This design comes from an exercise in tuning for small area and a short achievable clock period on the open sky130 flow, not from production work. No functional check of the RTL was part of any run shown here. Power figures rest on the tool's default switching activity, not on a simulated workload.

## flow/design.v (module list and top-level ports; edited modules follow where they fit)
// module part2: 1046 lines
module part2 (
    clear,
    clock,
    digit,
    digit_valid,
    end_of_line,
    total,
    line_result
);
  // ...
==> flow/run.sh <==
#!/bin/bash
# synth_recipe.tcl (not shown) runs the flow's synth.tcl, then flattens the netlist and writes it again
# the make line also repeats each setting of config.mk as NAME=value (left out here)
make -C /OpenROAD-flow-scripts/flow DESIGN_CONFIG=/design/flow/config.mk WORK_HOME=/design/flow/orfs CLKGATE_MAP_FILE= SYNTH_SCRIPT=/design/flow/synth_recipe.tcl finish
==> flow/config.mk <==
export PLATFORM = sky130hd
export DESIGN_NAME = part2
export DESIGN_NICKNAME = part2
export VERILOG_FILES = /design/flow/design.v
export SDC_FILE = /design/flow/constraint.sdc
export NUM_CORES = 4
export LEC_CHECK = 0
export CAP_MARGIN = 20
export CORE_MARGIN = 2
export CORE_UTILIZATION = 40
export SLEW_MARGIN = 20
==> flow/constraint.sdc <==
create_clock -name core_clock -period 6.5 [get_ports {clock}]
set_input_delay 1.3000 -clock core_clock [delete_from_list [all_inputs] [get_ports {clock}]]
set_output_delay 1.3000 -clock core_clock [all_outputs]
set_load 0.01 [all_outputs]
==> results.txt, run 1 <==
run status -> complete, but fails checks
Layout Check Failures -> setup timing
number of buffers and inverters on the critical path -> 9
count of endpoints failing setup in the final report -> 22
Post-Synth Adder-Cell Area -> 0.3122
Hold-fix buffers, CTS -> 0
ratio of total power to cell area -> 274.1 mW/mm^2
Synth Register Bits -> 151
cell with the most instances after synthesis -> sky130_fd_sc_hd__inv_1
most common cell after layout, fill and taps aside -> sky130_fd_sc_hd__buf_4
setup repair after global routing missed its margin -> yes
Int Pwr -> 3.511 mW
grt met1 use -> 0.2945
slack of the worst reg-to-reg path -> -0.37 ns
busiest layer in global routing -> met2
sequential cell area -> 0.003047 sq mm
post-detailed-route wirelength per cell -> 16.02 microns
remaining antenna violation count -> 0
worst setup slack after layout -> -0.3703 ns
routed vias/inst -> 5.035
beginning of the critical path -> x[43]$_SDFFE_PP0P_
depth of the CTS H-tree -> 4
uppermost layer routed -> met4
transition time at the pin with the least slew margin -> 1.004 ns
capturing point of the worst reg2reg path -> lr[33]$_SDFFE_PP0P_
met3 routed WL -> 1522 microns
worst hold margin -> 0.4823 ns
clock latency on the worst-skew pair -> 0.45 ns
Final HPWL DP -> 35740 microns
Critical Path Stages -> 32
timing endpoint of the critical path -> lr[33]$_SDFFE_PP0P_
number of synthesized flops with an enable pin -> 0
Multi-input gate area -> 0.01234 sq mm
site row count -> 72
Power Combinational -> 3.74 mW
kind of cell adding the most delay to the critical path -> adder cells
most area-consuming cells after synthesis -> sky130_fd_sc_hd__dfxtp_1 19%, sky130_fd_sc_hd__fa_1 16%, sky130_fd_sc_hd__ha_1 15%, sky130_fd_sc_hd__inv_1 6.4%, sky130_fd_sc_hd__mux2i_1 5.1%
commonest register cell after synthesis -> sky130_fd_sc_hd__dfxtp_1
Yosys warnings -> 1
non-clock buffer area fraction after layout -> 0.1792
worst supply voltage drop on vdd -> 248.9 uV
leading cell types in the layout, fill and taps excluded -> 336 x sky130_fd_sc_hd__buf_4, 239 x sky130_fd_sc_hd__inv_1, 172 x sky130_fd_sc_hd__nor2_1
share of the synthesized netlist area taken by xor and xnor gates -> 0.04273
==> run 2: changes to the inputs <==
--- a/flow/design.v
+++ b/flow/design.v
@@ -10,32 +10,33 @@
     input clear;
     input clock;
     input [3:0] digit;
     input digit_valid;
     input end_of_line;
     output [63:0] total;
     output [47:0] line_result;
     reg [47:0] x;        
-    reg [39:0] lr;       
+    reg [39:0] la;       
+    reg [37:1] lb;
     reg [63:0] tot;
-    wire [51:0] ext = {x, digit};    
-    reg  [11:0] asc;     
-    reg  [11:0] sh;      
-    reg  [47:0] y;       
     integer k;
+    wire [51:0] ext = {x, digit};    
+    reg  [11:1] shr;     
+    wire [11:0] sh = {shr, shr[1] | (x[3:0] < digit)};
+    reg  [11:1] ysh;
     always @(*) begin
-        for (k = 0; k < 12; k = k + 1)
-            asc[k] = ext[4 * k + 4 +: 4] < ext[4 * k +: 4];
-        sh[11] = asc[11];
-        for (k = 10; k >= 0; k = k - 1)
-            sh[k] = sh[k + 1] | asc[k];
+        ysh[11] = y[47:44] < y[43:40];
+        for (k = 10; k >= 1; k = k - 1)
+            ysh[k] = ysh[k + 1] | (y[4 * k +: 4] < y[4 * k - 4 +: 4]);
+    end
+    reg  [47:0] y;       
+    always @(*)
         for (k = 0; k < 12; k = k + 1)
             y[4 * k +: 4] = sh[k] ? ext[4 * k +: 4] : ext[4 * k + 4 +: 4];
-    end
     reg [3:0] r0;    
     always @(*) case (y[3:0]) 4'd0: r0 = 4'd0; 4'd1: r0 = 4'd1; 4'd2: r0 = 4'd2; 4'd3: r0 = 4'd3; 4'd4: r0 = 4'd4; 4'd5: r0 = 4'd5; 4'd6: r0 = 4'd6; 4'd7: r0 = 4'd7; 4'd8: r0 = 4'd8; 4'd9: r0 = 4'd9; 4'd10: r0 = 4'd8; 4'd11: r0 = 4'd9; 4'd12: r0 = 4'd8; 4'd13: r0 = 4'd9; 4'd14: r0 = 4'd8; 4'd15: r0 = 4'd9; endcase
     reg [5:0] r1;    
     always @(*) case (y[7:4]) 4'd0: r1 = 6'd0; 4'd1: r1 = 6'd5; 4'd2: r1 = 6'd10; 4'd3: r1 = 6'd15; 4'd4: r1 = 6'd20; 4'd5: r1 = 6'd25; 4'd6: r1 = 6'd30; 4'd7: r1 = 6'd35; 4'd8: r1 = 6'd40; 4'd9: r1 = 6'd45; 4'd10: r1 = 6'd40; 4'd11: r1 = 6'd45; 4'd12: r1 = 6'd40; 4'd13: r1 = 6'd45; 4'd14: r1 = 6'd40; 4'd15: r1 = 6'd45; endcase
     reg [7:0] r2;    
     always @(*) case (y[11:8]) 4'd0: r2 = 8'd0; 4'd1: r2 = 8'd25; 4'd2: r2 = 8'd50; 4'd3: r2 = 8'd75; 4'd4: r2 = 8'd100; 4'd5: r2 = 8'd125; 4'd6: r2 = 8'd150; 4'd7: r2 = 8'd175; 4'd8: r2 = 8'd200; 4'd9: r2 = 8'd225; 4'd10: r2 = 8'd200; 4'd11: r2 = 8'd225; 4'd12: r2 = 8'd200; 4'd13: r2 = 8'd225; 4'd14: r2 = 8'd200; 4'd15: r2 = 8'd225; endcase
     reg [10:0] r3;    
     always @(*) case (y[15:12]) 4'd0: r3 = 11'd0; 4'd1: r3 = 11'd125; 4'd2: r3 = 11'd250; 4'd3: r3 = 11'd375; 4'd4: r3 = 11'd500; 4'd5: r3 = 11'd625; 4'd6: r3 = 11'd750; 4'd7: r3 = 11'd875; 4'd8: r3 = 11'd1000; 4'd9: r3 = 11'd1125; 4'd10: r3 = 11'd1000; 4'd11: r3 = 11'd1125; 4'd12: r3 = 11'd1000; 4'd13: r3 = 11'd1125; 4'd14: r3 = 11'd1000; 4'd15: r3 = 11'd1125; endcase
@@ -208,18 +209,18 @@
     wire s151 = r10[16] ^ r11[15];
     wire c152 = r10[16] & r11[15];
     wire s153 = r8[19] ^ r9[18] ^ r10[17];
     wire c154 = (r8[19] & r9[18]) | (r8[19] & r10[17]) | (r9[18] & r10[17]);
     wire s155 = r8[20] ^ r9[19];
     wire c156 = r8[20] & r9[19];
     wire s157 = r8[21] ^ r9[20];
     wire c158 = r8[21] & r9[20];
-    wire s159 = r0[3] ^ r1[2];
-    wire c160 = r0[3] & r1[2];
+    wire s159 = r1[2] ^ r2[1];
+    wire c160 = r1[2] & r2[1];
     wire s161 = r1[3] ^ r2[2] ^ r3[1];
     wire c162 = (r1[3] & r2[2]) | (r1[3] & r3[1]) | (r2[2] & r3[1]);
     wire s163 = s67 ^ r3[2] ^ r4[1];
     wire c164 = (s67 & r3[2]) | (s67 & r4[1]) | (r3[2] & r4[1]);
     wire s165 = c68 ^ s69 ^ s71;
     wire c166 = (c68 & s69) | (c68 & s71) | (s69 & s71);
     wire s167 = c70 ^ c72 ^ s73;
     wire c168 = (c70 & c72) | (c70 & s73) | (c72 & s73);
@@ -270,20 +271,20 @@
     wire s213 = c158 ^ r9[21] ^ r10[20];
     wire c214 = (c158 & r9[21]) | (c158 & r10[20]) | (r9[21] & r10[20]);
     wire s215 = r9[22] ^ r10[21];
     wire c216 = r9[22] & r10[21];
     wire s217 = r9[23] ^ r10[22];
     wire c218 = r9[23] & r10[22];
     wire s219 = r9[24] ^ r10[23];
     wire c220 = r9[24] & r10[23];
-    wire s221 = r0[2] ^ r1[1];
-    wire c222 = r0[2] & r1[1];
-    wire s223 = s159 ^ r2[1] ^ r3[0];
-    wire c224 = (s159 & r2[1]) | (s159 & r3[0]) | (r2[1] & r3[0]);
+    wire s221 = r1[1] ^ r2[0];
+    wire c222 = r1[1] & r2[0];
+    wire s223 = s159 ^ r3[0] ^ r0[3];
+    wire c224 = (s159 & r3[0]) | (s159 & r0[3]) | (r3[0] & r0[3]);
     wire s225 = c160 ^ s161 ^ r4[0];
     wire c226 = (c160 & s161) | (c160 & r4[0]) | (s161 & r4[0]);
     wire s227 = c162 ^ s163 ^ r5[0];
     wire c228 = (c162 & s163) | (c162 & r5[0]) | (s163 & r5[0]);
     wire s229 = c164 ^ s165 ^ r6[0];
     wire c230 = (c164 & s165) | (c164 & r6[0]) | (s165 & r6[0]);
     wire s231 = c166 ^ s167 ^ s75;
     wire c232 = (c166 & s167) | (c166 & s75) | (s167 & s75);
@@ -340,94 +341,96 @@
     wire s283 = c218 ^ s219 ^ r11[22];
     wire c284 = (c218 & s219) | (c218 & r11[22]) | (s219 & r11[22]);
     wire s285 = c220 ^ r10[24] ^ r11[23];
     wire c286 = (c220 & r10[24]) | (c220 & r11[23]) | (r10[24] & r11[23]);
     wire s287 = r10[25] ^ r11[24];
     wire c288 = r10[25] & r11[24];
     wire s289 = r10[26] ^ r11[25];
     wire c290 = r10[26] & r11[25];
-    wire ag291 = r0[1] & r1[0];
-    wire ap292 = r0[1] ^ r1[0];
-    wire ag293 = s221 & r2[0];
-    wire ap294 = s221 ^ r2[0];
-    wire ag295 = c222 & s223;
-    wire ap296 = c222 ^ s223;
-    wire ag297 = c224 & s225;
-    wire ap298 = c224 ^ s225;
-    wire ag299 = c226 & s227;
-    wire ap300 = c226 ^ s227;
-    wire ag301 = c228 & s229;
-    wire ap302 = c228 ^ s229;
-    wire ag303 = c230 & s231;
-    wire ap304 = c230 ^ s231;
-    wire ag305 = c232 & s233;
-    wire ap306 = c232 ^ s233;
-    wire ag307 = c234 & s235;
-    wire ap308 = c234 ^ s235;
-    wire ag309 = c236 & s237;
-    wire ap310 = c236 ^ s237;
-    wire ag311 = c238 & s239;
-    wire ap312 = c238 ^ s239;
-    wire ag313 = c240 & s241;
-    wire ap314 = c240 ^ s241;
-    wire ag315 = c242 & s243;
-    wire ap316 = c242 ^ s243;
-    wire ag317 = c244 & s245;
-    wire ap318 = c244 ^ s245;
-    wire ag319 = c246 & s247;
-    wire ap320 = c246 ^ s247;
-    wire ag321 = c248 & s249;
-    wire ap322 = c248 ^ s249;
-    wire ag323 = c250 & s251;
-    wire ap324 = c250 ^ s251;
-    wire ag325 = c252 & s253;
-    wire ap326 = c252 ^ s253;
-    wire ag327 = c254 & s255;
-    wire ap328 = c254 ^ s255;
-    wire ag329 = c256 & s257;
-    wire ap330 = c256 ^ s257;
-    wire ag331 = c258 & s259;
-    wire ap332 = c258 ^ s259;
-    wire ag333 = c260 & s261;
-    wire ap334 = c260 ^ s261;
-    wire ag335 = c262 & s263;
-    wire ap336 = c262 ^ s263;
-    wire ag337 = c264 & s265;
-    wire ap338 = c264 ^ s265;
-    wire ag339 = c266 & s267;
-    wire ap340 = c266 ^ s267;
-    wire ag341 = c268 & s269;
-    wire ap342 = c268 ^ s269;
-    wire ag343 = c270 & s271;
-    wire ap344 = c270 ^ s271;
-    wire ag345 = c272 & s273;
-    wire ap346 = c272 ^ s273;
-    wire ag347 = c274 & s275;
-    wire ap348 = c274 ^ s275;
-    wire ag349 = c276 & s277;
-    wire ap350 = c276 ^ s277;
-    wire ag351 = c278 & s279;
-    wire ap352 = c278 ^ s279;
-    wire ag353 = c280 & s281;
-    wire ap354 = c280 ^ s281;
-    wire ag355 = c282 & s283;
-    wire ap356 = c282 ^ s283;
-    wire ag357 = c284 & s285;
-    wire ap358 = c284 ^ s285;
-    wire ag359 = c286 & s287;
-    wire ap360 = c286 ^ s287;
-    wire ag361 = c288 & s289;
-    wire ap362 = c288 ^ s289;
-    wire ag363 = c290 & r11[26];
-    wire ap364 = c290 ^ r11[26];
-    wire ag365 = r11[27] & 1'b0;
-    wire ap366 = r11[27] ^ 1'b0;
-    wire ag367 = r11[28] & 1'b0;
-    wire ap368 = r11[28] ^ 1'b0;
+    wire [39:0] ya = {r11[28], r11[27], c290, c288, c286, c284, c282, c280, c278, c276, c274, c272, c270, c268, c266, c264, c262, c260, c258, c256, c254, c252, c250, c248, c246, c244, c242, c240, c238, c236, c234, c232, c230, c228, c226, c224, c222, s221, r1[0], r0[0]};
+    wire [39:0] yb = {1'b0, 1'b0, r11[26], s289, s287, s285, s283, s281, s279, s277, s275, s273, s271, s269, s267, s265, s263, s261, s259, s257, s255, s253, s251, s249, s247, s245, s243, s241, s239, s237, s235, s233, s231, s229, s227, s225, s223, r0[2], r0[1], 1'b0};
+    wire ag291 = la[1] & lb[1];
+    wire ap292 = la[1] ^ lb[1];
+    wire ag293 = la[2] & lb[2];
+    wire ap294 = la[2] ^ lb[2];
+    wire ag295 = la[3] & lb[3];
+    wire ap296 = la[3] ^ lb[3];
+    wire ag297 = la[4] & lb[4];
+    wire ap298 = la[4] ^ lb[4];
+    wire ag299 = la[5] & lb[5];
+    wire ap300 = la[5] ^ lb[5];
+    wire ag301 = la[6] & lb[6];
+    wire ap302 = la[6] ^ lb[6];
+    wire ag303 = la[7] & lb[7];
+    wire ap304 = la[7] ^ lb[7];
+    wire ag305 = la[8] & lb[8];
+    wire ap306 = la[8] ^ lb[8];
+    wire ag307 = la[9] & lb[9];
+    wire ap308 = la[9] ^ lb[9];
+    wire ag309 = la[10] & lb[10];
+    wire ap310 = la[10] ^ lb[10];
+    wire ag311 = la[11] & lb[11];
+    wire ap312 = la[11] ^ lb[11];
+    wire ag313 = la[12] & lb[12];
+    wire ap314 = la[12] ^ lb[12];
+    wire ag315 = la[13] & lb[13];
+    wire ap316 = la[13] ^ lb[13];
+    wire ag317 = la[14] & lb[14];
+    wire ap318 = la[14] ^ lb[14];
+    wire ag319 = la[15] & lb[15];
+    wire ap320 = la[15] ^ lb[15];
+    wire ag321 = la[16] & lb[16];
+    wire ap322 = la[16] ^ lb[16];
+    wire ag323 = la[17] & lb[17];
+    wire ap324 = la[17] ^ lb[17];
+    wire ag325 = la[18] & lb[18];
+    wire ap326 = la[18] ^ lb[18];
+    wire ag327 = la[19] & lb[19];
+    wire ap328 = la[19] ^ lb[19];
+    wire ag329 = la[20] & lb[20];
+    wire ap330 = la[20] ^ lb[20];
+    wire ag331 = la[21] & lb[21];
+    wire ap332 = la[21] ^ lb[21];
+    wire ag333 = la[22] & lb[22];
+    wire ap334 = la[22] ^ lb[22];
+    wire ag335 = la[23] & lb[23];
+    wire ap336 = la[23] ^ lb[23];
+    wire ag337 = la[24] & lb[24];
+    wire ap338 = la[24] ^ lb[24];
+    wire ag339 = la[25] & lb[25];
+    wire ap340 = la[25] ^ lb[25];
+    wire ag341 = la[26] & lb[26];
+    wire ap342 = la[26] ^ lb[26];
+    wire ag343 = la[27] & lb[27];
+    wire ap344 = la[27] ^ lb[27];
+    wire ag345 = la[28] & lb[28];
+    wire ap346 = la[28] ^ lb[28];
+    wire ag347 = la[29] & lb[29];
+    wire ap348 = la[29] ^ lb[29];
+    wire ag349 = la[30] & lb[30];
+    wire ap350 = la[30] ^ lb[30];
+    wire ag351 = la[31] & lb[31];
+    wire ap352 = la[31] ^ lb[31];
+    wire ag353 = la[32] & lb[32];
+    wire ap354 = la[32] ^ lb[32];
+    wire ag355 = la[33] & lb[33];
+    wire ap356 = la[33] ^ lb[33];
+    wire ag357 = la[34] & lb[34];
+    wire ap358 = la[34] ^ lb[34];
+    wire ag359 = la[35] & lb[35];
+    wire ap360 = la[35] ^ lb[35];
+    wire ag361 = la[36] & lb[36];
+    wire ap362 = la[36] ^ lb[36];
+    wire ag363 = la[37] & lb[37];
+    wire ap364 = la[37] ^ lb[37];
+    wire ag365 = la[38] & 1'b0;
+    wire ap366 = la[38] ^ 1'b0;
+    wire ag367 = la[39] & 1'b0;
+    wire ap368 = la[39] ^ 1'b0;
     wire aG369 = ag293 | (ap294 & ag291);
     wire aP370 = ap294 & ap292;
     wire aG371 = ag297 | (ap298 & ag295);
     wire aP372 = ap298 & ap296;
     wire aG373 = ag301 | (ap302 & ag299);
     wire aP374 = ap302 & ap300;
     wire aG375 = ag305 | (ap306 & ag303);
     wire aP376 = ap306 & ap304;
@@ -610,436 +613,438 @@
     wire aG553 = aG441 | (aP442 & aG545);
     wire aP554 = aP442 & aP546;
     wire aG555 = aG477 | (aP478 & aG545);
     wire aP556 = aP478 & aP546;
     wire aG557 = aG479 | (aP480 & aG545);
     wire aP558 = aP480 & aP546;
     wire aG559 = aG481 | (aP482 & aG545);
     wire aP560 = aP482 & aP546;
-    wire as561 = ap292 ^ 1'b0;
-    wire as562 = ap294 ^ ag291;
-    wire as563 = ap296 ^ aG369;
-    wire as564 = ap298 ^ aG407;
-    wire as565 = ap300 ^ aG409;
-    wire as566 = ap302 ^ aG445;
-    wire as567 = ap304 ^ aG447;
-    wire as568 = ap306 ^ aG449;
-    wire as569 = ap308 ^ aG451;
-    wire as570 = ap310 ^ aG483;
-    wire as571 = ap312 ^ aG485;
-    wire as572 = ap314 ^ aG487;
-    wire as573 = ap316 ^ aG489;
-    wire as574 = ap318 ^ aG491;
-    wire as575 = ap320 ^ aG493;
-    wire as576 = ap322 ^ aG495;
-    wire as577 = ap324 ^ aG497;
-    wire as578 = ap326 ^ aG515;
-    wire as579 = ap328 ^ aG517;
-    wire as580 = ap330 ^ aG519;
-    wire as581 = ap332 ^ aG521;
-    wire as582 = ap334 ^ aG523;
-    wire as583 = ap336 ^ aG525;
-    wire as584 = ap338 ^ aG527;
-    wire as585 = ap340 ^ aG529;
-    wire as586 = ap342 ^ aG531;
-    wire as587 = ap344 ^ aG533;
-    wire as588 = ap346 ^ aG535;
-    wire as589 = ap348 ^ aG537;
-    wire as590 = ap350 ^ aG539;
-    wire as591 = ap352 ^ aG541;
-    wire as592 = ap354 ^ aG543;
-    wire as593 = ap356 ^ aG545;
-    wire as594 = ap358 ^ aG547;
-    wire as595 = ap360 ^ aG549;
-    wire as596 = ap362 ^ aG551;
-    wire as597 = ap364 ^ aG553;
-    wire as598 = ap366 ^ aG555;
-    wire as599 = ap368 ^ aG557;
-    wire [39:0] yv = {as599, as598, as597, as596, as595, as594, as593, as592, as591, as590, as589, as588, as587, as586, as585, as584, as583, as582, as581, as580, as579, as578, as577, as576, as575, as574, as573, as572, as571, as570, as569, as568, as567, as566, as565, as564, as563, as562, as561, r0[0]};
-    wire tg600 = tot[0] & lr[0];
-    wire tp601 = tot[0] ^ lr[0];
-    wire tg602 = tot[1] & lr[1];
-    wire tp603 = tot[1] ^ lr[1];
-    wire tg604 = tot[2] & lr[2];
-    wire tp605 = tot[2] ^ lr[2];
-    wire tg606 = tot[3] & lr[3];
-    wire tp607 = tot[3] ^ lr[3];
-    wire tg608 = tot[4] & lr[4];
-    wire tp609 = tot[4] ^ lr[4];
-    wire tg610 = tot[5] & lr[5];
-    wire tp611 = tot[5] ^ lr[5];
-    wire tg612 = tot[6] & lr[6];
-    wire tp613 = tot[6] ^ lr[6];
-    wire tg614 = tot[7] & lr[7];
-    wire tp615 = tot[7] ^ lr[7];
-    wire tg616 = tot[8] & lr[8];
-    wire tp617 = tot[8] ^ lr[8];
-    wire tg618 = tot[9] & lr[9];
-    wire tp619 = tot[9] ^ lr[9];
-    wire tg620 = tot[10] & lr[10];
-    wire tp621 = tot[10] ^ lr[10];
-    wire tg622 = tot[11] & lr[11];
-    wire tp623 = tot[11] ^ lr[11];
-    wire tg624 = tot[12] & lr[12];
-    wire tp625 = tot[12] ^ lr[12];
-    wire tg626 = tot[13] & lr[13];
-    wire tp627 = tot[13] ^ lr[13];
-    wire tg628 = tot[14] & lr[14];
-    wire tp629 = tot[14] ^ lr[14];
-    wire tg630 = tot[15] & lr[15];
-    wire tp631 = tot[15] ^ lr[15];
-    wire tg632 = tot[16] & lr[16];
-    wire tp633 = tot[16] ^ lr[16];
-    wire tg634 = tot[17] & lr[17];
-    wire tp635 = tot[17] ^ lr[17];
-    wire tg636 = tot[18] & lr[18];
-    wire tp637 = tot[18] ^ lr[18];
-    wire tg638 = tot[19] & lr[19];
-    wire tp639 = tot[19] ^ lr[19];
-    wire tg640 = tot[20] & lr[20];
-    wire tp641 = tot[20] ^ lr[20];
-    wire tg642 = tot[21] & lr[21];
-    wire tp643 = tot[21] ^ lr[21];
-    wire tg644 = tot[22] & lr[22];
-    wire tp645 = tot[22] ^ lr[22];
-    wire tg646 = tot[23] & lr[23];
-    wire tp647 = tot[23] ^ lr[23];
-    wire tg648 = tot[24] & lr[24];
-    wire tp649 = tot[24] ^ lr[24];
-    wire tg650 = tot[25] & lr[25];
-    wire tp651 = tot[25] ^ lr[25];
-    wire tg652 = tot[26] & lr[26];
-    wire tp653 = tot[26] ^ lr[26];
-    wire tg654 = tot[27] & lr[27];
-    wire tp655 = tot[27] ^ lr[27];
-    wire tg656 = tot[28] & lr[28];
-    wire tp657 = tot[28] ^ lr[28];
-    wire tg658 = tot[29] & lr[29];
-    wire tp659 = tot[29] ^ lr[29];
-    wire tg660 = tot[30] & lr[30];
-    wire tp661 = tot[30] ^ lr[30];
-    wire tg662 = tot[31] & lr[31];
-    wire tp663 = tot[31] ^ lr[31];
-    wire tg664 = tot[32] & lr[32];
-    wire tp665 = tot[32] ^ lr[32];
-    wire tg666 = tot[33] & lr[33];
-    wire tp667 = tot[33] ^ lr[33];
-    wire tg668 = tot[34] & lr[34];
-    wire tp669 = tot[34] ^ lr[34];
-    wire tg670 = tot[35] & lr[35];
-    wire tp671 = tot[35] ^ lr[35];
-    wire tg672 = tot[36] & lr[36];
-    wire tp673 = tot[36] ^ lr[36];
-    wire tg674 = tot[37] & lr[37];
-    wire tp675 = tot[37] ^ lr[37];
-    wire tg676 = tot[38] & lr[38];
-    wire tp677 = tot[38] ^ lr[38];
-    wire tg678 = tot[39] & lr[39];
-    wire tp679 = tot[39] ^ lr[39];
-    wire tG680 = tg602 | (tp603 & tg600);
-    wire tP681 = tp603 & tp601;
-    wire tG682 = tg606 | (tp607 & tg604);
-    wire tP683 = tp607 & tp605;
-    wire tG684 = tg610 | (tp611 & tg608);
-    wire tP685 = tp611 & tp609;
-    wire tG686 = tg614 | (tp615 & tg612);
-    wire tP687 = tp615 & tp613;
-    wire tG688 = tg618 | (tp619 & tg616);
-    wire tP689 = tp619 & tp617;
-    wire tG690 = tg622 | (tp623 & tg620);
-    wire tP691 = tp623 & tp621;
-    wire tG692 = tg626 | (tp627 & tg624);
-    wire tP693 = tp627 & tp625;
-    wire tG694 = tg630 | (tp631 & tg628);
-    wire tP695 = tp631 & tp629;
-    wire tG696 = tg634 | (tp635 & tg632);
-    wire tP697 = tp635 & tp633;
-    wire tG698 = tg638 | (tp639 & tg636);
-    wire tP699 = tp639 & tp637;
-    wire tG700 = tg642 | (tp643 & tg640);
-    wire tP701 = tp643 & tp641;
-    wire tG702 = tg646 | (tp647 & tg644);
-    wire tP703 = tp647 & tp645;
-    wire tG704 = tg650 | (tp651 & tg648);
-    wire tP705 = tp651 & tp649;
-    wire tG706 = tg654 | (tp655 & tg652);
-    wire tP707 = tp655 & tp653;
-    wire tG708 = tg658 | (tp659 & tg656);
-    wire tP709 = tp659 & tp657;
-    wire tG710 = tg662 | (tp663 & tg660);
-    wire tP711 = tp663 & tp661;
-    wire tG712 = tg666 | (tp667 & tg664);
-    wire tP713 = tp667 & tp665;
-    wire tG714 = tg670 | (tp671 & tg668);
-    wire tP715 = tp671 & tp669;
-    wire tG716 = tg674 | (tp675 & tg672);
-    wire tP717 = tp675 & tp673;
-    wire tG718 = tg678 | (tp679 & tg676);
-    wire tP719 = tp679 & tp677;
-    wire tG720 = tg604 | (tp605 & tG680);
-    wire tP721 = tp605 & tP681;
-    wire tG722 = tG682 | (tP683 & tG680);
-    wire tP723 = tP683 & tP681;
-    wire tG724 = tg612 | (tp613 & tG684);
-    wire tP725 = tp613 & tP685;
-    wire tG726 = tG686 | (tP687 & tG684);
-    wire tP727 = tP687 & tP685;
-    wire tG728 = tg620 | (tp621 & tG688);
-    wire tP729 = tp621 & tP689;
-    wire tG730 = tG690 | (tP691 & tG688);
-    wire tP731 = tP691 & tP689;
-    wire tG732 = tg628 | (tp629 & tG692);
-    wire tP733 = tp629 & tP693;
-    wire tG734 = tG694 | (tP695 & tG692);
-    wire tP735 = tP695 & tP693;
-    wire tG736 = tg636 | (tp637 & tG696);
-    wire tP737 = tp637 & tP697;
-    wire tG738 = tG698 | (tP699 & tG696);
-    wire tP739 = tP699 & tP697;
-    wire tG740 = tg644 | (tp645 & tG700);
-    wire tP741 = tp645 & tP701;
-    wire tG742 = tG702 | (tP703 & tG700);
-    wire tP743 = tP703 & tP701;
-    wire tG744 = tg652 | (tp653 & tG704);
-    wire tP745 = tp653 & tP705;
-    wire tG746 = tG706 | (tP707 & tG704);
-    wire tP747 = tP707 & tP705;
-    wire tG748 = tg660 | (tp661 & tG708);
-    wire tP749 = tp661 & tP709;
-    wire tG750 = tG710 | (tP711 & tG708);
-    wire tP751 = tP711 & tP709;
-    wire tG752 = tg668 | (tp669 & tG712);
-    wire tP753 = tp669 & tP713;
-    wire tG754 = tG714 | (tP715 & tG712);
-    wire tP755 = tP715 & tP713;
-    wire tG756 = tg676 | (tp677 & tG716);
-    wire tP757 = tp677 & tP717;
-    wire tG758 = tG718 | (tP719 & tG716);
-    wire tP759 = tP719 & tP717;
-    wire tG760 = tg608 | (tp609 & tG722);
-    wire tP761 = tp609 & tP723;
-    wire tG762 = tG684 | (tP685 & tG722);
-    wire tP763 = tP685 & tP723;
-    wire tG764 = tG724 | (tP725 & tG722);
-    wire tP765 = tP725 & tP723;
-    wire tG766 = tG726 | (tP727 & tG722);
-    wire tP767 = tP727 & tP723;
-    wire tG768 = tg624 | (tp625 & tG730);
-    wire tP769 = tp625 & tP731;
-    wire tG770 = tG692 | (tP693 & tG730);
-    wire tP771 = tP693 & tP731;
-    wire tG772 = tG732 | (tP733 & tG730);
-    wire tP773 = tP733 & tP731;
-    wire tG774 = tG734 | (tP735 & tG730);
-    wire tP775 = tP735 & tP731;
-    wire tG776 = tg640 | (tp641 & tG738);
-    wire tP777 = tp641 & tP739;
-    wire tG778 = tG700 | (tP701 & tG738);
-    wire tP779 = tP701 & tP739;
-    wire tG780 = tG740 | (tP741 & tG738);
-    wire tP781 = tP741 & tP739;
-    wire tG782 = tG742 | (tP743 & tG738);
-    wire tP783 = tP743 & tP739;
-    wire tG784 = tg656 | (tp657 & tG746);
-    wire tP785 = tp657 & tP747;
-    wire tG786 = tG708 | (tP709 & tG746);
-    wire tP787 = tP709 & tP747;
-    wire tG788 = tG748 | (tP749 & tG746);
-    wire tP789 = tP749 & tP747;
-    wire tG790 = tG750 | (tP751 & tG746);
-    wire tP791 = tP751 & tP747;
-    wire tG792 = tg672 | (tp673 & tG754);
-    wire tP793 = tp673 & tP755;
-    wire tG794 = tG716 | (tP717 & tG754);
-    wire tP795 = tP717 & tP755;
-    wire tG796 = tG756 | (tP757 & tG754);
-    wire tP797 = tP757 & tP755;
-    wire tG798 = tG758 | (tP759 & tG754);
-    wire tP799 = tP759 & tP755;
-    wire tG800 = tg616 | (tp617 & tG766);
-    wire tP801 = tp617 & tP767;
-    wire tG802 = tG688 | (tP689 & tG766);
-    wire tP803 = tP689 & tP767;
-    wire tG804 = tG728 | (tP729 & tG766);
-    wire tP805 = tP729 & tP767;
-    wire tG806 = tG730 | (tP731 & tG766);
-    wire tP807 = tP731 & tP767;
-    wire tG808 = tG768 | (tP769 & tG766);
-    wire tP809 = tP769 & tP767;
-    wire tG810 = tG770 | (tP771 & tG766);
-    wire tP811 = tP771 & tP767;
-    wire tG812 = tG772 | (tP773 & tG766);
-    wire tP813 = tP773 & tP767;
-    wire tG814 = tG774 | (tP775 & tG766);
-    wire tP815 = tP775 & tP767;
-    wire tG816 = tg648 | (tp649 & tG782);
-    wire tP817 = tp649 & tP783;
-    wire tG818 = tG704 | (tP705 & tG782);
-    wire tP819 = tP705 & tP783;
-    wire tG820 = tG744 | (tP745 & tG782);
-    wire tP821 = tP745 & tP783;
-    wire tG822 = tG746 | (tP747 & tG782);
-    wire tP823 = tP747 & tP783;
-    wire tG824 = tG784 | (tP785 & tG782);
-    wire tP825 = tP785 & tP783;
-    wire tG826 = tG786 | (tP787 & tG782);
-    wire tP827 = tP787 & tP783;
-    wire tG828 = tG788 | (tP789 & tG782);
-    wire tP829 = tP789 & tP783;
-    wire tG830 = tG790 | (tP791 & tG782);
-    wire tP831 = tP791 & tP783;
-    wire tG832 = tg632 | (tp633 & tG814);
-    wire tP833 = tp633 & tP815;
-    wire tG834 = tG696 | (tP697 & tG814);
-    wire tP835 = tP697 & tP815;
-    wire tG836 = tG736 | (tP737 & tG814);
-    wire tP837 = tP737 & tP815;
-    wire tG838 = tG738 | (tP739 & tG814);
-    wire tP839 = tP739 & tP815;
-    wire tG840 = tG776 | (tP777 & tG814);
-    wire tP841 = tP777 & tP815;
-    wire tG842 = tG778 | (tP779 & tG814);
-    wire tP843 = tP779 & tP815;
-    wire tG844 = tG780 | (tP781 & tG814);
-    wire tP845 = tP781 & tP815;
-    wire tG846 = tG782 | (tP783 & tG814);
-    wire tP847 = tP783 & tP815;
-    wire tG848 = tG816 | (tP817 & tG814);
-    wire tP849 = tP817 & tP815;
-    wire tG850 = tG818 | (tP819 & tG814);
-    wire tP851 = tP819 & tP815;
-    wire tG852 = tG820 | (tP821 & tG814);
-    wire tP853 = tP821 & tP815;
-    wire tG854 = tG822 | (tP823 & tG814);
-    wire tP855 = tP823 & tP815;
-    wire tG856 = tG824 | (tP825 & tG814);
-    wire tP857 = tP825 & tP815;
-    wire tG858 = tG826 | (tP827 & tG814);
-    wire tP859 = tP827 & tP815;
-    wire tG860 = tG828 | (tP829 & tG814);
-    wire tP861 = tP829 & tP815;
-    wire tG862 = tG830 | (tP831 & tG814);
-    wire tP863 = tP831 & tP815;
-    wire tG864 = tg664 | (tp665 & tG862);
-    wire tP865 = tp665 & tP863;
-    wire tG866 = tG712 | (tP713 & tG862);
-    wire tP867 = tP713 & tP863;
-    wire tG868 = tG752 | (tP753 & tG862);
-    wire tP869 = tP753 & tP863;
-    wire tG870 = tG754 | (tP755 & tG862);
-    wire tP871 = tP755 & tP863;
-    wire tG872 = tG792 | (tP793 & tG862);
-    wire tP873 = tP793 & tP863;
-    wire tG874 = tG794 | (tP795 & tG862);
-    wire tP875 = tP795 & tP863;
-    wire tG876 = tG796 | (tP797 & tG862);
-    wire tP877 = tP797 & tP863;
-    wire tG878 = tG798 | (tP799 & tG862);
-    wire tP879 = tP799 & tP863;
-    wire ts880 = tp601 ^ 1'b0;
-    wire ts881 = tp603 ^ tg600;
-    wire ts882 = tp605 ^ tG680;
-    wire ts883 = tp607 ^ tG720;
-    wire ts884 = tp609 ^ tG722;
-    wire ts885 = tp611 ^ tG760;
-    wire ts886 = tp613 ^ tG762;
-    wire ts887 = tp615 ^ tG764;
-    wire ts888 = tp617 ^ tG766;
-    wire ts889 = tp619 ^ tG800;
-    wire ts890 = tp621 ^ tG802;
-    wire ts891 = tp623 ^ tG804;
-    wire ts892 = tp625 ^ tG806;
-    wire ts893 = tp627 ^ tG808;
-    wire ts894 = tp629 ^ tG810;
-    wire ts895 = tp631 ^ tG812;
-    wire ts896 = tp633 ^ tG814;
-    wire ts897 = tp635 ^ tG832;
-    wire ts898 = tp637 ^ tG834;
-    wire ts899 = tp639 ^ tG836;
-    wire ts900 = tp641 ^ tG838;
-    wire ts901 = tp643 ^ tG840;
-    wire ts902 = tp645 ^ tG842;
-    wire ts903 = tp647 ^ tG844;
-    wire ts904 = tp649 ^ tG846;
-    wire ts905 = tp651 ^ tG848;
-    wire ts906 = tp653 ^ tG850;
-    wire ts907 = tp655 ^ tG852;
-    wire ts908 = tp657 ^ tG854;
-    wire ts909 = tp659 ^ tG856;
-    wire ts910 = tp661 ^ tG858;
-    wire ts911 = tp663 ^ tG860;
-    wire ts912 = tp665 ^ tG862;
-    wire ts913 = tp667 ^ tG864;
-    wire ts914 = tp669 ^ tG866;
-    wire ts915 = tp671 ^ tG868;
-    wire ts916 = tp673 ^ tG870;
-    wire ts917 = tp675 ^ tG872;
-    wire ts918 = tp677 ^ tG874;
-    wire ts919 = tp679 ^ tG876;
-    wire tP920 = tot[41] & tot[40];
-    wire tP921 = tot[43] & tot[42];
-    wire tP922 = tot[45] & tot[44];
-    wire tP923 = tot[47] & tot[46];
-    wire tP924 = tot[49] & tot[48];
-    wire tP925 = tot[51] & tot[50];
-    wire tP926 = tot[53] & tot[52];
-    wire tP927 = tot[55] & tot[54];
-    wire tP928 = tot[57] & tot[56];
-    wire tP929 = tot[59] & tot[58];
-    wire tP930 = tot[61] & tot[60];
-    wire tP931 = tot[63] & tot[62];
-    wire tP932 = tot[42] & tP920;
+    wire as561 = ap294 ^ ag291;
+    wire as562 = ap296 ^ aG369;
+    wire as563 = ap298 ^ aG407;
+    wire as564 = ap300 ^ aG409;
+    wire as565 = ap302 ^ aG445;
+    wire as566 = ap304 ^ aG447;
+    wire as567 = ap306 ^ aG449;
+    wire as568 = ap308 ^ aG451;
+    wire as569 = ap310 ^ aG483;
+    wire as570 = ap312 ^ aG485;
+    wire as571 = ap314 ^ aG487;
+    wire as572 = ap316 ^ aG489;
+    wire as573 = ap318 ^ aG491;
+    wire as574 = ap320 ^ aG493;
+    wire as575 = ap322 ^ aG495;
+    wire as576 = ap324 ^ aG497;
+    wire as577 = ap326 ^ aG515;
+    wire as578 = ap328 ^ aG517;
+    wire as579 = ap330 ^ aG519;
+    wire as580 = ap332 ^ aG521;
+    wire as581 = ap334 ^ aG523;
+    wire as582 = ap336 ^ aG525;
+    wire as583 = ap338 ^ aG527;
+    wire as584 = ap340 ^ aG529;
+    wire as585 = ap342 ^ aG531;
+    wire as586 = ap344 ^ aG533;
+    wire as587 = ap346 ^ aG535;
+    wire as588 = ap348 ^ aG537;
+    wire as589 = ap350 ^ aG539;
+    wire as590 = ap352 ^ aG541;
+    wire as591 = ap354 ^ aG543;
+    wire as592 = ap356 ^ aG545;
+    wire as593 = ap358 ^ aG547;
+    wire as594 = ap360 ^ aG549;
+    wire as595 = ap362 ^ aG551;
+    wire as596 = ap364 ^ aG553;
+    wire as597 = ap366 ^ aG555;
+    wire as598 = ap368 ^ aG557;
+    wire [39:0] lr = {as598, as597, as596, as595, as594, as593, as592, as591, as590, as589, as588, as587, as586, as585, as584, as583, as582, as581, as580, as579, as578, as577, as576, as575, as574, as573, as572, as571, as570, as569, as568, as567, as566, as565, as564, as563, as562, as561, ap292, la[0]};
+    wire tg599 = tot[0] & lr[0];
+    wire tp600 = tot[0] ^ lr[0];
+    wire tg601 = tot[1] & lr[1];
+    wire tp602 = tot[1] ^ lr[1];
+    wire tg603 = tot[2] & lr[2];
+    wire tp604 = tot[2] ^ lr[2];
+    wire tg605 = tot[3] & lr[3];
+    wire tp606 = tot[3] ^ lr[3];
+    wire tg607 = tot[4] & lr[4];
+    wire tp608 = tot[4] ^ lr[4];
+    wire tg609 = tot[5] & lr[5];
+    wire tp610 = tot[5] ^ lr[5];
+    wire tg611 = tot[6] & lr[6];
+    wire tp612 = tot[6] ^ lr[6];
+    wire tg613 = tot[7] & lr[7];
+    wire tp614 = tot[7] ^ lr[7];
+    wire tg615 = tot[8] & lr[8];
+    wire tp616 = tot[8] ^ lr[8];
+    wire tg617 = tot[9] & lr[9];
+    wire tp618 = tot[9] ^ lr[9];
+    wire tg619 = tot[10] & lr[10];
+    wire tp620 = tot[10] ^ lr[10];
+    wire tg621 = tot[11] & lr[11];
+    wire tp622 = tot[11] ^ lr[11];
+    wire tg623 = tot[12] & lr[12];
+    wire tp624 = tot[12] ^ lr[12];
+    wire tg625 = tot[13] & lr[13];
+    wire tp626 = tot[13] ^ lr[13];
+    wire tg627 = tot[14] & lr[14];
+    wire tp628 = tot[14] ^ lr[14];
+    wire tg629 = tot[15] & lr[15];
+    wire tp630 = tot[15] ^ lr[15];
+    wire tg631 = tot[16] & lr[16];
+    wire tp632 = tot[16] ^ lr[16];
+    wire tg633 = tot[17] & lr[17];
+    wire tp634 = tot[17] ^ lr[17];
+    wire tg635 = tot[18] & lr[18];
+    wire tp636 = tot[18] ^ lr[18];
+    wire tg637 = tot[19] & lr[19];
+    wire tp638 = tot[19] ^ lr[19];
+    wire tg639 = tot[20] & lr[20];
+    wire tp640 = tot[20] ^ lr[20];
+    wire tg641 = tot[21] & lr[21];
+    wire tp642 = tot[21] ^ lr[21];
+    wire tg643 = tot[22] & lr[22];
+    wire tp644 = tot[22] ^ lr[22];
+    wire tg645 = tot[23] & lr[23];
+    wire tp646 = tot[23] ^ lr[23];
+    wire tg647 = tot[24] & lr[24];
+    wire tp648 = tot[24] ^ lr[24];
+    wire tg649 = tot[25] & lr[25];
+    wire tp650 = tot[25] ^ lr[25];
+    wire tg651 = tot[26] & lr[26];
+    wire tp652 = tot[26] ^ lr[26];
+    wire tg653 = tot[27] & lr[27];
+    wire tp654 = tot[27] ^ lr[27];
+    wire tg655 = tot[28] & lr[28];
+    wire tp656 = tot[28] ^ lr[28];
+    wire tg657 = tot[29] & lr[29];
+    wire tp658 = tot[29] ^ lr[29];
+    wire tg659 = tot[30] & lr[30];
+    wire tp660 = tot[30] ^ lr[30];
+    wire tg661 = tot[31] & lr[31];
+    wire tp662 = tot[31] ^ lr[31];
+    wire tg663 = tot[32] & lr[32];
+    wire tp664 = tot[32] ^ lr[32];
+    wire tg665 = tot[33] & lr[33];
+    wire tp666 = tot[33] ^ lr[33];
+    wire tg667 = tot[34] & lr[34];
+    wire tp668 = tot[34] ^ lr[34];
+    wire tg669 = tot[35] & lr[35];
+    wire tp670 = tot[35] ^ lr[35];
+    wire tg671 = tot[36] & lr[36];
+    wire tp672 = tot[36] ^ lr[36];
+    wire tg673 = tot[37] & lr[37];
+    wire tp674 = tot[37] ^ lr[37];
+    wire tg675 = tot[38] & lr[38];
+    wire tp676 = tot[38] ^ lr[38];
+    wire tg677 = tot[39] & lr[39];
+    wire tp678 = tot[39] ^ lr[39];
+    wire tG679 = tg601 | (tp602 & tg599);
+    wire tP680 = tp602 & tp600;
+    wire tG681 = tg605 | (tp606 & tg603);
+    wire tP682 = tp606 & tp604;
+    wire tG683 = tg609 | (tp610 & tg607);
+    wire tP684 = tp610 & tp608;
+    wire tG685 = tg613 | (tp614 & tg611);
+    wire tP686 = tp614 & tp612;
+    wire tG687 = tg617 | (tp618 & tg615);
+    wire tP688 = tp618 & tp616;
+    wire tG689 = tg621 | (tp622 & tg619);
+    wire tP690 = tp622 & tp620;
+    wire tG691 = tg625 | (tp626 & tg623);
+    wire tP692 = tp626 & tp624;
+    wire tG693 = tg629 | (tp630 & tg627);
+    wire tP694 = tp630 & tp628;
+    wire tG695 = tg633 | (tp634 & tg631);
+    wire tP696 = tp634 & tp632;
+    wire tG697 = tg637 | (tp638 & tg635);
+    wire tP698 = tp638 & tp636;
+    wire tG699 = tg641 | (tp642 & tg639);
+    wire tP700 = tp642 & tp640;
+    wire tG701 = tg645 | (tp646 & tg643);
+    wire tP702 = tp646 & tp644;
+    wire tG703 = tg649 | (tp650 & tg647);
+    wire tP704 = tp650 & tp648;
+    wire tG705 = tg653 | (tp654 & tg651);
+    wire tP706 = tp654 & tp652;
+    wire tG707 = tg657 | (tp658 & tg655);
+    wire tP708 = tp658 & tp656;
+    wire tG709 = tg661 | (tp662 & tg659);
+    wire tP710 = tp662 & tp660;
+    wire tG711 = tg665 | (tp666 & tg663);
+    wire tP712 = tp666 & tp664;
+    wire tG713 = tg669 | (tp670 & tg667);
+    wire tP714 = tp670 & tp668;
+    wire tG715 = tg673 | (tp674 & tg671);
+    wire tP716 = tp674 & tp672;
+    wire tG717 = tg677 | (tp678 & tg675);
+    wire tP718 = tp678 & tp676;
+    wire tG719 = tg603 | (tp604 & tG679);
+    wire tP720 = tp604 & tP680;
+    wire tG721 = tG681 | (tP682 & tG679);
+    wire tP722 = tP682 & tP680;
+    wire tG723 = tg611 | (tp612 & tG683);
+    wire tP724 = tp612 & tP684;
+    wire tG725 = tG685 | (tP686 & tG683);
+    wire tP726 = tP686 & tP684;
+    wire tG727 = tg619 | (tp620 & tG687);
+    wire tP728 = tp620 & tP688;
+    wire tG729 = tG689 | (tP690 & tG687);
+    wire tP730 = tP690 & tP688;
+    wire tG731 = tg627 | (tp628 & tG691);
+    wire tP732 = tp628 & tP692;
+    wire tG733 = tG693 | (tP694 & tG691);
+    wire tP734 = tP694 & tP692;
+    wire tG735 = tg635 | (tp636 & tG695);
+    wire tP736 = tp636 & tP696;
+    wire tG737 = tG697 | (tP698 & tG695);
+    wire tP738 = tP698 & tP696;
+    wire tG739 = tg643 | (tp644 & tG699);
+    wire tP740 = tp644 & tP700;
+    wire tG741 = tG701 | (tP702 & tG699);
+    wire tP742 = tP702 & tP700;
+    wire tG743 = tg651 | (tp652 & tG703);
+    wire tP744 = tp652 & tP704;
+    wire tG745 = tG705 | (tP706 & tG703);
+    wire tP746 = tP706 & tP704;
+    wire tG747 = tg659 | (tp660 & tG707);
+    wire tP748 = tp660 & tP708;
+    wire tG749 = tG709 | (tP710 & tG707);
+    wire tP750 = tP710 & tP708;
+    wire tG751 = tg667 | (tp668 & tG711);
+    wire tP752 = tp668 & tP712;
+    wire tG753 = tG713 | (tP714 & tG711);
+    wire tP754 = tP714 & tP712;
+    wire tG755 = tg675 | (tp676 & tG715);
+    wire tP756 = tp676 & tP716;
+    wire tG757 = tG717 | (tP718 & tG715);
+    wire tP758 = tP718 & tP716;
+    wire tG759 = tg607 | (tp608 & tG721);
+    wire tP760 = tp608 & tP722;
+    wire tG761 = tG683 | (tP684 & tG721);
+    wire tP762 = tP684 & tP722;
+    wire tG763 = tG723 | (tP724 & tG721);
+    wire tP764 = tP724 & tP722;
+    wire tG765 = tG725 | (tP726 & tG721);
+    wire tP766 = tP726 & tP722;
+    wire tG767 = tg623 | (tp624 & tG729);
+    wire tP768 = tp624 & tP730;
+    wire tG769 = tG691 | (tP692 & tG729);
+    wire tP770 = tP692 & tP730;
+    wire tG771 = tG731 | (tP732 & tG729);
+    wire tP772 = tP732 & tP730;
+    wire tG773 = tG733 | (tP734 & tG729);
+    wire tP774 = tP734 & tP730;
+    wire tG775 = tg639 | (tp640 & tG737);
+    wire tP776 = tp640 & tP738;
+    wire tG777 = tG699 | (tP700 & tG737);
+    wire tP778 = tP700 & tP738;
+    wire tG779 = tG739 | (tP740 & tG737);
+    wire tP780 = tP740 & tP738;
+    wire tG781 = tG741 | (tP742 & tG737);
+    wire tP782 = tP742 & tP738;
+    wire tG783 = tg655 | (tp656 & tG745);
+    wire tP784 = tp656 & tP746;
+    wire tG785 = tG707 | (tP708 & tG745);
+    wire tP786 = tP708 & tP746;
+    wire tG787 = tG747 | (tP748 & tG745);
+    wire tP788 = tP748 & tP746;
+    wire tG789 = tG749 | (tP750 & tG745);
+    wire tP790 = tP750 & tP746;
+    wire tG791 = tg671 | (tp672 & tG753);
+    wire tP792 = tp672 & tP754;
+    wire tG793 = tG715 | (tP716 & tG753);
+    wire tP794 = tP716 & tP754;
+    wire tG795 = tG755 | (tP756 & tG753);
+    wire tP796 = tP756 & tP754;
+    wire tG797 = tG757 | (tP758 & tG753);
+    wire tP798 = tP758 & tP754;
+    wire tG799 = tg615 | (tp616 & tG765);
+    wire tP800 = tp616 & tP766;
+    wire tG801 = tG687 | (tP688 & tG765);
+    wire tP802 = tP688 & tP766;
+    wire tG803 = tG727 | (tP728 & tG765);
+    wire tP804 = tP728 & tP766;
+    wire tG805 = tG729 | (tP730 & tG765);
+    wire tP806 = tP730 & tP766;
+    wire tG807 = tG767 | (tP768 & tG765);
+    wire tP808 = tP768 & tP766;
+    wire tG809 = tG769 | (tP770 & tG765);
+    wire tP810 = tP770 & tP766;
+    wire tG811 = tG771 | (tP772 & tG765);
+    wire tP812 = tP772 & tP766;
+    wire tG813 = tG773 | (tP774 & tG765);
+    wire tP814 = tP774 & tP766;
+    wire tG815 = tg647 | (tp648 & tG781);
+    wire tP816 = tp648 & tP782;
+    wire tG817 = tG703 | (tP704 & tG781);
+    wire tP818 = tP704 & tP782;
+    wire tG819 = tG743 | (tP744 & tG781);
+    wire tP820 = tP744 & tP782;
+    wire tG821 = tG745 | (tP746 & tG781);
+    wire tP822 = tP746 & tP782;
+    wire tG823 = tG783 | (tP784 & tG781);
+    wire tP824 = tP784 & tP782;
+    wire tG825 = tG785 | (tP786 & tG781);
+    wire tP826 = tP786 & tP782;
+    wire tG827 = tG787 | (tP788 & tG781);
+    wire tP828 = tP788 & tP782;
+    wire tG829 = tG789 | (tP790 & tG781);
+    wire tP830 = tP790 & tP782;
+    wire tG831 = tg631 | (tp632 & tG813);
+    wire tP832 = tp632 & tP814;
+    wire tG833 = tG695 | (tP696 & tG813);
+    wire tP834 = tP696 & tP814;
+    wire tG835 = tG735 | (tP736 & tG813);
+    wire tP836 = tP736 & tP814;
+    wire tG837 = tG737 | (tP738 & tG813);
+    wire tP838 = tP738 & tP814;
+    wire tG839 = tG775 | (tP776 & tG813);
+    wire tP840 = tP776 & tP814;
+    wire tG841 = tG777 | (tP778 & tG813);
+    wire tP842 = tP778 & tP814;
+    wire tG843 = tG779 | (tP780 & tG813);
+    wire tP844 = tP780 & tP814;
+    wire tG845 = tG781 | (tP782 & tG813);
+    wire tP846 = tP782 & tP814;
+    wire tG847 = tG815 | (tP816 & tG813);
+    wire tP848 = tP816 & tP814;
+    wire tG849 = tG817 | (tP818 & tG813);
+    wire tP850 = tP818 & tP814;
+    wire tG851 = tG819 | (tP820 & tG813);
+    wire tP852 = tP820 & tP814;
+    wire tG853 = tG821 | (tP822 & tG813);
+    wire tP854 = tP822 & tP814;
+    wire tG855 = tG823 | (tP824 & tG813);
+    wire tP856 = tP824 & tP814;
+    wire tG857 = tG825 | (tP826 & tG813);
+    wire tP858 = tP826 & tP814;
+    wire tG859 = tG827 | (tP828 & tG813);
+    wire tP860 = tP828 & tP814;
+    wire tG861 = tG829 | (tP830 & tG813);
+    wire tP862 = tP830 & tP814;
+    wire tG863 = tg663 | (tp664 & tG861);
+    wire tP864 = tp664 & tP862;
+    wire tG865 = tG711 | (tP712 & tG861);
+    wire tP866 = tP712 & tP862;
+    wire tG867 = tG751 | (tP752 & tG861);
+    wire tP868 = tP752 & tP862;
+    wire tG869 = tG753 | (tP754 & tG861);
+    wire tP870 = tP754 & tP862;
+    wire tG871 = tG791 | (tP792 & tG861);
+    wire tP872 = tP792 & tP862;
+    wire tG873 = tG793 | (tP794 & tG861);
+    wire tP874 = tP794 & tP862;
+    wire tG875 = tG795 | (tP796 & tG861);
+    wire tP876 = tP796 & tP862;
+    wire tG877 = tG797 | (tP798 & tG861);
+    wire tP878 = tP798 & tP862;
+    wire ts879 = tp602 ^ tg599;
+    wire ts880 = tp604 ^ tG679;
+    wire ts881 = tp606 ^ tG719;
+    wire ts882 = tp608 ^ tG721;
+    wire ts883 = tp610 ^ tG759;
+    wire ts884 = tp612 ^ tG761;
+    wire ts885 = tp614 ^ tG763;
+    wire ts886 = tp616 ^ tG765;
+    wire ts887 = tp618 ^ tG799;
+    wire ts888 = tp620 ^ tG801;
+    wire ts889 = tp622 ^ tG803;
+    wire ts890 = tp624 ^ tG805;
+    wire ts891 = tp626 ^ tG807;
+    wire ts892 = tp628 ^ tG809;
+    wire ts893 = tp630 ^ tG811;
+    wire ts894 = tp632 ^ tG813;
+    wire ts895 = tp634 ^ tG831;
+    wire ts896 = tp636 ^ tG833;
+    wire ts897 = tp638 ^ tG835;
+    wire ts898 = tp640 ^ tG837;
+    wire ts899 = tp642 ^ tG839;
+    wire ts900 = tp644 ^ tG841;
+    wire ts901 = tp646 ^ tG843;
+    wire ts902 = tp648 ^ tG845;
+    wire ts903 = tp650 ^ tG847;
+    wire ts904 = tp652 ^ tG849;
+    wire ts905 = tp654 ^ tG851;
+    wire ts906 = tp656 ^ tG853;
+    wire ts907 = tp658 ^ tG855;
+    wire ts908 = tp660 ^ tG857;
+    wire ts909 = tp662 ^ tG859;
+    wire ts910 = tp664 ^ tG861;
+    wire ts911 = tp666 ^ tG863;
+    wire ts912 = tp668 ^ tG865;
+    wire ts913 = tp670 ^ tG867;
+    wire ts914 = tp672 ^ tG869;
+    wire ts915 = tp674 ^ tG871;
+    wire ts916 = tp676 ^ tG873;
+    wire ts917 = tp678 ^ tG875;
+    wire tP918 = tot[41] & tot[40];
+    wire tP919 = tot[43] & tot[42];
+    wire tP920 = tot[45] & tot[44];
+    wire tP921 = tot[47] & tot[46];
+    wire tP922 = tot[49] & tot[48];
+    wire tP923 = tot[51] & tot[50];
+    wire tP924 = tot[53] & tot[52];
+    wire tP925 = tot[55] & tot[54];
+    wire tP926 = tot[57] & tot[56];
+    wire tP927 = tot[59] & tot[58];
+    wire tP928 = tot[61] & tot[60];
+    wire tP929 = tot[63] & tot[62];
+    wire tP930 = tot[42] & tP918;
+    wire tP931 = tP919 & tP918;
+    wire tP932 = tot[46] & tP920;
     wire tP933 = tP921 & tP920;
-    wire tP934 = tot[46] & tP922;
+    wire tP934 = tot[50] & tP922;
     wire tP935 = tP923 & tP922;
-    wire tP936 = tot[50] & tP924;
+    wire tP936 = tot[54] & tP924;
     wire tP937 = tP925 & tP924;
-    wire tP938 = tot[54] & tP926;
+    wire tP938 = tot[58] & tP926;
     wire tP939 = tP927 & tP926;
-    wire tP940 = tot[58] & tP928;
+    wire tP940 = tot[62] & tP928;
     wire tP941 = tP929 & tP928;
-    wire tP942 = tot[62] & tP930;
-    wire tP943 = tP931 & tP930;
-    wire tP944 = tot[44] & tP933;
-    wire tP945 = tP922 & tP933;
-    wire tP946 = tP934 & tP933;
-    wire tP947 = tP935 & tP933;
-    wire tP948 = tot[52] & tP937;
-    wire tP949 = tP926 & tP937;
-    wire tP950 = tP938 & tP937;
-    wire tP951 = tP939 & tP937;
-    wire tP952 = tot[60] & tP941;
-    wire tP953 = tP930 & tP941;
-    wire tP954 = tP942 & tP941;
-    wire tP955 = tP943 & tP941;
-    wire tP956 = tot[48] & tP947;
-    wire tP957 = tP924 & tP947;
-    wire tP958 = tP936 & tP947;
-    wire tP959 = tP937 & tP947;
-    wire tP960 = tP948 & tP947;
-    wire tP961 = tP949 & tP947;
-    wire tP962 = tP950 & tP947;
-    wire tP963 = tP951 & tP947;
-    wire tP964 = tot[56] & tP963;
-    wire tP965 = tP928 & tP963;
-    wire tP966 = tP940 & tP963;
-    wire tP967 = tP941 & tP963;
-    wire tP968 = tP952 & tP963;
-    wire tP969 = tP953 & tP963;
-    wire tP970 = tP954 & tP963;
-    wire tP971 = tP955 & tP963;
-    wire [63:0] tsum = {(tot[63] ^ (tG878 & tP970)), (tot[62] ^ (tG878 & tP969)), (tot[61] ^ (tG878 & tP968)), (tot[60] ^ (tG878 & tP967)), (tot[59] ^ (tG878 & tP966)), (tot[58] ^ (tG878 & tP965)), (tot[57] ^ (tG878 & tP964)), (tot[56] ^ (tG878 & tP963)), (tot[55] ^ (tG878 & tP962)), (tot[54] ^ (tG878 & tP961)), (tot[53] ^ (tG878 & tP960)), (tot[52] ^ (tG878 & tP959)), (tot[51] ^ (tG878 & tP958)), (tot[50] ^ (tG878 & tP957)), (tot[49] ^ (tG878 & tP956)), (tot[48] ^ (tG878 & tP947)), (tot[47] ^ (tG878 & tP946)), (tot[46] ^ (tG878 & tP945)), (tot[45] ^ (tG878 & tP944)), (tot[44] ^ (tG878 & tP933)), (tot[43] ^ (tG878 & tP932)), (tot[42] ^ (tG878 & tP920)), (tot[41] ^ (tG878 & tot[40])), (tot[40] ^ tG878), ts919, ts918, ts917, ts916, ts915, ts914, ts913, ts912, ts911, ts910, ts909, ts908, ts907, ts906, ts905, ts904, ts903, ts902, ts901, ts900, ts899, ts898, ts897, ts896, ts895, ts894, ts893, ts892, ts891, ts890, ts889, ts888, ts887, ts886, ts885, ts884, ts883, ts882, ts881, ts880};
+    wire tP942 = tot[44] & tP931;
+    wire tP943 = tP920 & tP931;
+    wire tP944 = tP932 & tP931;
+    wire tP945 = tP933 & tP931;
+    wire tP946 = tot[52] & tP935;
+    wire tP947 = tP924 & tP935;
+    wire tP948 = tP936 & tP935;
+    wire tP949 = tP937 & tP935;
+    wire tP950 = tot[60] & tP939;
+    wire tP951 = tP928 & tP939;
+    wire tP952 = tP940 & tP939;
+    wire tP953 = tP941 & tP939;
+    wire tP954 = tot[48] & tP945;
+    wire tP955 = tP922 & tP945;
+    wire tP956 = tP934 & tP945;
+    wire tP957 = tP935 & tP945;
+    wire tP958 = tP946 & tP945;
+    wire tP959 = tP947 & tP945;
+    wire tP960 = tP948 & tP945;
+    wire tP961 = tP949 & tP945;
+    wire tP962 = tot[56] & tP961;
+    wire tP963 = tP926 & tP961;
+    wire tP964 = tP938 & tP961;
+    wire tP965 = tP939 & tP961;
+    wire tP966 = tP950 & tP961;
+    wire tP967 = tP951 & tP961;
+    wire tP968 = tP952 & tP961;
+    wire tP969 = tP953 & tP961;
+    wire [63:0] tsum = {(tot[63] ^ (tG877 & tP968)), (tot[62] ^ (tG877 & tP967)), (tot[61] ^ (tG877 & tP966)), (tot[60] ^ (tG877 & tP965)), (tot[59] ^ (tG877 & tP964)), (tot[58] ^ (tG877 & tP963)), (tot[57] ^ (tG877 & tP962)), (tot[56] ^ (tG877 & tP961)), (tot[55] ^ (tG877 & tP960)), (tot[54] ^ (tG877 & tP959)), (tot[53] ^ (tG877 & tP958)), (tot[52] ^ (tG877 & tP957)), (tot[51] ^ (tG877 & tP956)), (tot[50] ^ (tG877 & tP955)), (tot[49] ^ (tG877 & tP954)), (tot[48] ^ (tG877 & tP945)), (tot[47] ^ (tG877 & tP944)), (tot[46] ^ (tG877 & tP943)), (tot[45] ^ (tG877 & tP942)), (tot[44] ^ (tG877 & tP931)), (tot[43] ^ (tG877 & tP930)), (tot[42] ^ (tG877 & tP918)), (tot[41] ^ (tG877 & tot[40])), (tot[40] ^ tG877), ts917, ts916, ts915, ts914, ts913, ts912, ts911, ts910, ts909, ts908, ts907, ts906, ts905, ts904, ts903, ts902, ts901, ts900, ts899, ts898, ts897, ts896, ts895, ts894, ts893, ts892, ts891, ts890, ts889, ts888, ts887, ts886, ts885, ts884, ts883, ts882, ts881, ts880, ts879, tp600};
     always @(posedge clock) begin
         if (clear | end_of_line) begin
             x  <= 48'd0;
-            lr <= 40'd0;
+            shr <= 11'd0;
+            la <= 40'd0;
+            lb <= 0;
         end else if (digit_valid) begin
             x  <= y;
-            lr <= yv;
+            shr <= ysh;
+            la <= ya;
+            lb <= yb[37:1];
         end
         if (clear)
             tot <= 64'd0;
         else if (end_of_line)
             tot <= tsum;
     end
     assign total = tot;
     assign line_result = {8'd0, lr};
==> run 2 against run 1 <==
Compared with the run above: now clean on timing, DRC and antenna; power is 37% lower; critical endpoint is now tot[61]$_SDFFE_PP0P_; core utilization is 11 points lower; worst hold slack worse by 0.010 ns; clock-buffer cell count is 2 lower; largest cell class unchanged.
==> results.txt, run 2 <==
capturing point of the worst reg2reg path -> tot[61]$_SDFFE_PP0P_ (was lr[33]$_SDFFE_PP0P_)
ratio of total power to cell area -> 196.7 mW/mm^2 (was 274.1 mW/mm^2)
site row count -> 75 (was 72)
Hold-fix buffers, CTS -> 0 (unchanged)
routability-driven placement congestion ratio -> 0.9343 (was 0.9443)
Critical Path RT -> 6.90 ns (was 6.87 ns)
timing endpoint of the critical path -> tot[61]$_SDFFE_PP0P_ (was lr[33]$_SDFFE_PP0P_)
worst setup slack after layout -> 0.5886 ns (was -0.3703 ns)
transition time at the pin with the least slew margin -> 1.009 ns (was 1.004 ns)
depth of the worst register-to-register path -> 23 (was 32)
most area-consuming cells after synthesis -> sky130_fd_sc_hd__dfxtp_1 24%, sky130_fd_sc_hd__fa_1 15%, sky130_fd_sc_hd__ha_1 14%, sky130_fd_sc_hd__mux2i_1 7.3%, sky130_fd_sc_hd__nor2_1 5.5% (was sky130_fd_sc_hd__dfxtp_1 19%, sky130_fd_sc_hd__fa_1 16%, sky130_fd_sc_hd__ha_1 15%, sky130_fd_sc_hd__inv_1 6.4%, sky130_fd_sc_hd__mux2i_1 5.1%)
commonest register cell after synthesis -> sky130_fd_sc_hd__dfxtp_1 (unchanged)
Int Pwr -> 2.366 mW (was 3.511 mW)
clock tree from TritonCTS -> built (unchanged)
total overflow reported by the global router -> 0 (unchanged)
cell with the most instances after synthesis -> sky130_fd_sc_hd__nor2_1 (was sky130_fd_sc_hd__inv_1)
maximum clock frequency -> 169.2 MHz (was 145.6 MHz)
remaining antenna violation count -> 0 (unchanged)
leakage power summed over all cells -> 8.900 nW (was 10.20 nW)
depth of the CTS H-tree -> 4 (unchanged)
final antenna diode count -> 0 (unchanged)
Critical Path Stages -> 23 (was 32)
number of antenna violations at the first check in global routing -> 0 (unchanged)
worst supply voltage drop on vdd -> 226.8 uV (was 248.9 uV)
number of synthesized flops with an enable pin -> 0 (unchanged)
setup repair after global routing missed its margin -> no (was yes)
Yosys warnings -> 1 (unchanged)
Synth Register Bits -> 198 (was 151)
Final HPWL DP -> 33790 microns (was 35740 microns)
number of buffers and inverters on the critical path -> 2 (was 9)
count of endpoints failing setup in the final report -> 0 (was 22)
category of the most critical setup path -> reg -> reg (unchanged)
Die Y-Extent -> 209.3 microns (was 201.3 microns)
slack of the worst reg-to-reg path -> 0.59 ns (was -0.37 ns)
routed vias/inst -> 5.157 (was 5.035)
kind of cell adding the most delay to the critical path -> compound AO/OA/AOI/OAI gates (was adder cells)
most common cell after layout, fill and taps aside -> sky130_fd_sc_hd__nor2_1 (was sky130_fd_sc_hd__buf_4)
post-detailed-route wirelength per cell -> 16.66 microns (was 16.02 microns)
clock latency on the worst-skew pair -> 0.47 ns (was 0.45 ns)
Crit Reg-Reg Startpoint -> la[1]$_SDFFE_PP0P_ (was x[43]$_SDFFE_PP0P_)
run status -> timing/DRC/antenna clean (was complete, but fails checks)
leading cell types in the layout, fill and taps excluded -> 248 x sky130_fd_sc_hd__nor2_1, 222 x sky130_fd_sc_hd__inv_1, 198 x sky130_fd_sc_hd__dfxtp_1 (was 336 x sky130_fd_sc_hd__buf_4, 239 x sky130_fd_sc_hd__inv_1, 172 x sky130_fd_sc_hd__nor2_1)
max reg flops -> 64 (unchanged)
worst hold margin -> 0.4722 ns (was 0.4823 ns)
maximum fanout along the worst path -> 9 (was 7)
Synth Cell Area -> 0.01687 sq mm (was 0.01558 sq mm)
beginning of the critical path -> la[1]$_SDFFE_PP0P_ (was x[43]$_SDFFE_PP0P_)
total CTS buffers -> 17 (unchanged)
Fin Setup TNS -> 0 ns (was -4.989 ns)
## run 2: cell count changes after synthesis, sizes merged, moves of 15 or more
cell / previous run / this run
buf: 24 / 59
clkbuf: 37 / 59
dfxtp: 151 / 198
inv: 266 / 222
mux2i: 87 / 123
nand2: 103 / 118
nand3: 41 / 19
nor2: 184 / 249
o21ai: 79 / 103
xnor2: 30 / 46
## run 2: stage by stage
step | instance area, sq um | total power [mW] | std cells
after detailed placement | 18190 | 2.666 | 2488
after global routing | 18750 | 3.943 | 2520
after CTS | 18750 | 3.735 | 2520
after global placement | 18190 | 2.642 | 2488
final | 18750 | 3.687 | 2520
after floorplan | 16890 | 2.284 | 1938
## run 2: final cells by class
| cell class | count | area (sq um) | share of cell area |
|---|---|---|---|
| repair buffers | 129 | 1247 | 0.06654 |
| flip-flops and latches | 198 | 3964 | 0.2114 |
| inverters | 228 | 855.8 | 0.04565 |
| multi-input cells | 1394 | 11450 | 0.6107 |
| clock buffers | 19 | 432.9 | 0.02309 |
| clock inverters | 13 | 123.9 | 0.006608 |
| well taps | 539 | 674.4 | 0.03597 |
## run 2: tightest hold or removal path: stages, from the launching register on
cell and delay [ns]:
sky130_fd_sc_hd__dfxtp_1 0.32, sky130_fd_sc_hd__nand2b_1 0.06, sky130_fd_sc_hd__a21oi_1 0.05
## run 2: worst min-delay path by stage
stage / start / slack (ns) / to / depth (start not counted)
3_3_place_gp: lb[2]$_SDFFE_PP0P_ / 0.46 / lb[2]$_SDFFE_PP0P_ / 2
2_1_floorplan: lb[2]$_SDFFE_PP0P_ / 0.45 / lb[2]$_SDFFE_PP0P_ / 2
5_1_grt: lb[2]$_SDFFE_PP0P_ / 0.49 / lb[2]$_SDFFE_PP0P_ / 2
3_5_place_dp: lb[2]$_SDFFE_PP0P_ / 0.47 / lb[2]$_SDFFE_PP0P_ / 2
4_1_cts: lb[2]$_SDFFE_PP0P_ / 0.48 / lb[2]$_SDFFE_PP0P_ / 2
6_report: lb[2]$_SDFFE_PP0P_ / 0.47 / lb[2]$_SDFFE_PP0P_ / 2
## run 2: kinds of logic (layout without fill, tap and decap cells)
group	count (synthesis)	after routing	share of synthesized area
DFF	198	198	0.2350
xor gates and xnor gates	87	87	0.04518
other	1	8	0.0002223
adders and majority gates	310	310	0.2865
AOI/OAI and AO/OA	381	381	0.1440
muxes	127	127	0.07567
buffers and inverters	346	389	0.08806
and+or+nand+nor	481	481	0.1254
## run 2: power groups by stage
| stage | sequential (mW) | clock [mW] | combinational, mW |
|---|---|---|---|
| finish | 1.35 | 1.05 | 1.28 |
| global placement | 1.37 | 0 | 1.27 |
| CTS | 1.35 | 1.09 | 1.30 |
| detailed placement | 1.38 | 0 | 1.29 |
| floorplan | 1.36 | 0 | 0.925 |
| global route | 1.36 | 1.13 | 1.46 |
## run 2: routing by layer
layer  track usage  share of wire  vias up
met5             0              0        -
met4       0.05788          0.020        0
met3       0.02708          0.030       49
met2        0.3084           0.45      216
met1        0.2716           0.50     6206
li1              -              -     6525

re-timing with driven ports:
The flow's constraints put no driver on any port. The routed layouts listed below were extracted and timed again, unchanged, in two steps. Step 1, drivers: a clkbuf_16 drives clock and a buf_2 each remaining input, both assumed. Step 2 adds t to the input delays and takes it off the output delays; t is the mean of the earliest and latest rising clock arrival at the registers after step 1. Input paths then give back, and output paths get back, about the clock's delay inside the block. a / b / c = no drivers / after step 1 / after step 2; a / b = the first two.
run	t, ns	setup slack, ns	worst register clock-pin slew, ns
run 1	0.502	-0.370 / -0.370 / -0.370	0.07 / 0.07
run 2	0.520	0.589 / 0.589 / 0.589	0.08 / 0.08
